This is an optimization exercise on Yosys and OpenROAD, whose aim is small area and a short achievable clock period, not a production implementation. The RTL was checked by simulation tests, not by an equivalence proof against the original design. No activity file was given, so power comes from the tool's default toggle rates.

## flow/design.v (module list and top-level ports; edited modules follow where they fit)
// module fpmul_sa: 1447 lines
// module fpmul_sb: 545 lines
// module fpmul_fa: 6 lines
// module fpmul_xnor: 5 lines
// module fpmul_or: 5 lines
// module fpmul_sc: 9 lines
// module fpmul_pipe: 27 lines
module fpmul_pipe (clk, oprA, oprB, Result);
  // ...
==> flow/run.sh <==
#!/bin/bash
# synth_recipe.tcl (not shown) runs the flow's synth.tcl, then flattens the netlist and writes it again
# the make line also repeats each setting of config.mk as NAME=value (left out here)
make -C /OpenROAD-flow-scripts/flow DESIGN_CONFIG=/design/flow/config.mk WORK_HOME=/design/flow/orfs CLKGATE_MAP_FILE= SYNTH_SCRIPT=/design/flow/synth_recipe.tcl finish
==> flow/config.mk <==
export PLATFORM = sky130hd
export DESIGN_NAME = fpmul_pipe
export DESIGN_NICKNAME = fpmul_pipe
export VERILOG_FILES = /design/flow/design.v
export SDC_FILE = /design/flow/constraint.sdc
export NUM_CORES = 4
export LEC_CHECK = 0
export CAP_MARGIN = 20
export CORE_MARGIN = 2
export CORE_UTILIZATION = 40
export SETUP_SLACK_MARGIN = 5
export SLEW_MARGIN = 20
export SYNTH_HIERARCHICAL = 1
export SYNTH_MINIMUM_KEEP_SIZE = 0
==> flow/constraint.sdc <==
create_clock -name core_clock -period 9.5 [get_ports {clk}]
set_input_delay 1.9000 -clock core_clock [delete_from_list [all_inputs] [get_ports {clk}]]
set_output_delay 1.9000 -clock core_clock [all_outputs]
set_load 0.01 [all_outputs]
==> flow_summary.toml, run 1 <==
[outcome]
status = "timing/DRC/antenna clean"

[synth]
yosysMostFrequentCell = "nand2_1"
synthXorXnorAreaFrac = 0.0228
ys_seq_elements = 218
syn-cell-area_mm2 = 0.0207
synth-compound-area-share = 0.0270
ys_types = 55
muxShareOfSynthArea = 0.0125
synth-simple-area-share = 0.121
yosys-top-cells-area = "fa_1 (47%), dfxtp_1 (21%), nand2_1 (9.9%)"
synth-edff-count = 0

[sta]
timing.final.crit_share = 0.471
finalMaxSlewViolations = 0
worst_pin_slew_ns = 0.800

[finish]
largest_reg_flops = 175
synthToLayoutAreaGrowth_pct = 12.7
mostFrequentLayoutCell = "nand2_1"
inverters = 63
buffers = 173
antenna_cells = 0
finish.instance_area_mm2 = 0.0234
area_share_nonclk_buffers = 0.117
utilization = 0.455

[worst_setup_path]
crit_start = "oprB[7]"
critPathBufInv = 2
crit_top_cell = "fa_1"
critical-path-top-delay-family = "adder cells"
path_depth = 7
ff2ff_setup_slack_ns = 5.24
rr_worst_depth = 12
worstPathCellList = "clkdlybuf4s50_1 > buf_6 > nand2_1 > fa_1 > fa_1 > fa_1 > fa_1"

[die]
fp.dieH_um = 232
core_area_mm2 = 0.0513

[routing]
viasPerCell = 5.28

[global_route]
overflow = 0
grt_use_met2 = 0.382
grt_start_max_net_pins = 25
grt_util_met1 = 0.289

[placed_design]
port_buffers = 96

[power_and_ir_drop]
clkPwrFrac = 0.124
pwr-share-seq = 0.196

[clock_tree]
ctsHoldBuffers = 0
==> inputs of run 2 (changes only) <==
==> flow/flow/run.sh (new file) <==
#!/bin/bash
# The standard layout, except that the port buffers are buf_4 cells rather than the
# clkdlybuf4s50_1 delay cells buffer_ports picks by default.
set -euo pipefail
export BUFFER_PORTS_ARGS="-buffer_cell sky130_fd_sc_hd__buf_4"
bash standard.sh finish > orfs_flow.log 2>&1
==> flow/standard.sh (new file) <==
#!/bin/bash
# synth_recipe.tcl (not shown) runs the flow's synth.tcl, then flattens the netlist and writes it again
# the make line also repeats each setting of config.mk as NAME=value (left out here)
make -C /OpenROAD-flow-scripts/flow DESIGN_CONFIG=/design/flow/config.mk WORK_HOME=/design/flow/orfs CLKGATE_MAP_FILE= SYNTH_SCRIPT=/design/flow/synth_recipe.tcl "${@:-finish}"
removed: flow/run.sh
==> run 2 against run 1 <==
Effect of this change:
- still clean
- die area unchanged
- combinational power is 3% lower
- clock power rose by 8%
- flip-flop and latch count is the same
- sequential power about the same
- design area is 8.3% lower
- worst setup slack improved by 0.10 ns
- clock skew rose by 0.012 ns
- register-to-register slack got worse by 0.08 ns
- via count fell by 4.8%
- global-route usage down 2.0 points
- sequential share of layout area up 1.7 points
- critical endpoint is now r1_q[92]
- highest routed layer unchanged
==> flow_summary.toml, run 2 <==
[die]
core.rowCount = 83
initial_utilization = 0.404
fp.dieH_um = 232
dieArea_mm2 = 0.0536
core_area_mm2 = 0.0513
ioPinCount = 97
die_w_um = 232

[run]
cap_viol_max_count = 0

[synth]
synth_common_cells = "nand2_1 (547), fa_1 (485), dfxtp_1 (218), buf_4 (201), clkbuf_1 (92)"
yosys_warnings = 7
synthFlopType = "dfxtp_1"
avgSynthCellArea_um2 = 10.9
yosys-top-cells-area = "fa_1 (47%), dfxtp_1 (21%), nand2_1 (9.9%)"
ys_seq_elements = 218
yosysSeqAreaShare = 0.211
ys_types = 55
syn-num-nets = 2504
async_flop_share = 0
yosysMostFrequentCell = "nand2_1"
netlist_instances = 1895
syn-cell-area_mm2 = 0.0207
synth-edff-count = 0
synth_area_leader_cell = "fa_1"
synth_top_area_frac = 0.469

[placed_design]
globalplace.congestion = 0.811
dp_hpwl_um = 36700
placed_cell_area_mm2 = 0.0205
port_buffers = 96
dpl_worst_slack_ns = 4.55

[clock_tree]
cts_tree = "built"
htreeDepth = 1
ctsHoldBuffers = 0
cts_buffer_depth = 3
post_cts_resized = 0
numCtsBuffers = 26
path_clk_slew_ns = 0.06
insertion_delay_ns = 0.57
clock_sinks = 218
cts_root_buf = "clkbuf_16"
post-cts-setup-buffer-count = 0

[power_and_ir_drop]
leakage_nw = 8.02
power.density_mw_per_mm2 = 359
peakVddDrop_v = 0.000311

[sta]
finalClockSkew_ns = 0.0228
setup_violations = 0
rsz0062_at_grt = "false"
min_period_ns = 4.38
slew_headroom = 0.686
worst_pin_slew_ns = 0.471
final-hold-violation-count = 0
timing.final.crit_share = 0.461
finalMaxSlewViolations = 0
holdWs_ns = 0.325
fmax_ghz = 0.228
finalSetupTns_ns = 0
postLayoutSetupSlackWorst_ns = 5.12

[finish]
finish.instance_area_mm2 = 0.0214
fillCellCount = 4858
final_cell_mix = "nand2_1 (539), fa_1 (456), dfxtp_1 (218), buf_4 (97), inv_1 (63)"
top_regs = "r1_q x175, p2_q x25"
antenna_cells = 0
largest_reg_flops = 175
synthToLayoutAreaGrowth_pct = 3.43
top_register = "r1_q"
drive_gt1_frac = 0.123
finalNetCount = 2334
mostFrequentLayoutCell = "nand2_1"

[routing]
final_antenna_net_count = 0
wl_per_cell_um = 21.7
vias = 12600
viasPerCell = 5.18
drc = 0
drt-initial-drc-count = 995
drt_wl_total_um = 52600
dr.pass1.iters = 7

[worst_setup_path]
crit_required_ns = 9.94
crit_type = "input pin to flop"
crit_fanout = 24
cp_data_arrival_time_ns = 4.82
startpoint_type = "input pin"
end_kind = "flop"

[worst_hold_path]
hp-class = "flop to flop"

[outcome]
status = "timing/DRC/antenna clean"

[global_route]
grt.total_usage = 0.205
antenna_found_initial = 0
overflow = 0
grt_pass1_wl_um = 83400
grt_pass1_vias = 14800
grt_start_max_net_pins = 25
==> run 2: cell counts after synthesis <==
No cell type changed its count.
==> run 2: routing by layer <==
| metal | vias to the layer above | track usage | part of all wire |
|---|---|---|---|
| met5 | - | 0 | 0 |
| met1 | 6627 | 0.252 | 0.39 |
| met2 | 546 | 0.353 | 0.50 |
| li1 | 5263 | - | - |
| met3 | 124 | 0.0461 | 0.074 |
| met4 | 0 | 0.0733 | 0.033 |
==> run 2: area by class of cell <==
| type | count | area, um2 | area share |
|---|---|---|---|
| Inverter | 63 | 236 | 0.0110 |
| Multi-Input combinational cell | 1319 | 14300 | 0.670 |
| Sequential cell | 218 | 4360 | 0.204 |
| Clock inverter | 14 | 134 | 0.00625 |
| Timing Repair Buffer | 97 | 728 | 0.0340 |
| Clock buffer | 34 | 762 | 0.0356 |
| Tap cell | 680 | 851 | 0.0397 |
==> run 2: cell families after synthesis <==
kind of cell             synth area share
AO/OA/AOI/OAI                      0.0270
XOR/XNOR                           0.0228
adder cells (fa/ha/maj)             0.504
flip-flops                          0.211
AND/OR/NAND/NOR                     0.121
multiplexers                       0.0125
buffers and inverters               0.102
==> run 2: modules after synthesis, one instance, submodules excluded <==
module	cells	area, um2
fpmul_sa	886	4190
fpmul_sc	42	414
fpmul_pipe	218	4360
fpmul_or	1	6.26
fpmul_sb	220	1730
fpmul_fa	1	20.0
fpmul_xnor	1	8.76
==> run 2: worst paths after layout <==
path	startpoint	endpoint	slack, ns	depth (start not counted)
max	oprB[21]	r1_q[92]	5.12	7
max reg2reg	r1_q[81]	p2_q[11]	5.16	12
min reg2reg	e1_q[7]	e2_q[7]	0.33	0
min	e1_q[7]	e2_q[7]	0.33	0
==> run 2: where the power goes <==
| group | leakage [nW] | switching [mW] | internal (mW) |
|---|---|---|---|
| Combinational | 5.76 | 2.82 | 2.31 |
| Clock | 0.438 | 0.419 | 0.618 |
| Sequential | 1.83 | 0.182 | 1.34 |
| Total | 8.02 | 3.42 | 4.26 |
==> run 2: critical path, cell delays in order <==
cell and delay (ns):
buf_4 0.33, nand2_1 0.15, fa_2 0.42, fa_1 0.57, fa_1 0.44, fa_1 0.54, fa_2 0.43
==> run 2: per-stage QoR <==
stage | instances | util | power [mW]
after floorplan | 1895 | - | 6.59
after global placement | 2377 | 0.400 | 6.54
after detailed placement | 2377 | 0.400 | 6.67
after CTS | 2425 | 0.418 | 7.74
after global routing | 2425 | 0.418 | 8.46
final | 2425 | 0.418 | 7.68

-- separate check: timing with driven ports --
The flow's constraints put no driver on any port. The routed layouts listed below were extracted and timed again, unchanged, in two steps. Step 1 (the two cells are an assumption about what drives the block):
set clk [get_ports {clk}]
set_driving_cell -lib_cell sky130_fd_sc_hd__clkbuf_16 $clk
set_driving_cell -lib_cell sky130_fd_sc_hd__buf_2 [delete_from_list [all_inputs] $clk]
Step 2 also shifts input and output timing later by t, the mid clock arrival at the registers, as if the neighbouring blocks saw the same clock. Slacks: ideal / step 1 / step 2; pairs: ideal / step 1.
| run | t, ns | slack for setup (ns) | slew at the worst register clock pin (ns) | worst data-port slew with drivers (ns) |
|---|---|---|---|---|
| run 1 | 0.607 | 5.022 / 5.047 / 4.440 | 0.06 / 0.06 | 0.03 |
| run 2 | 0.605 | 5.121 / 5.149 / 4.545 | 0.07 / 0.07 | 0.06 |
After both steps setup and hold are still met in every run listed. The setup slack of run 1, which loses most, moves by +0.025 ns with the drivers and by -0.582 ns with both steps.
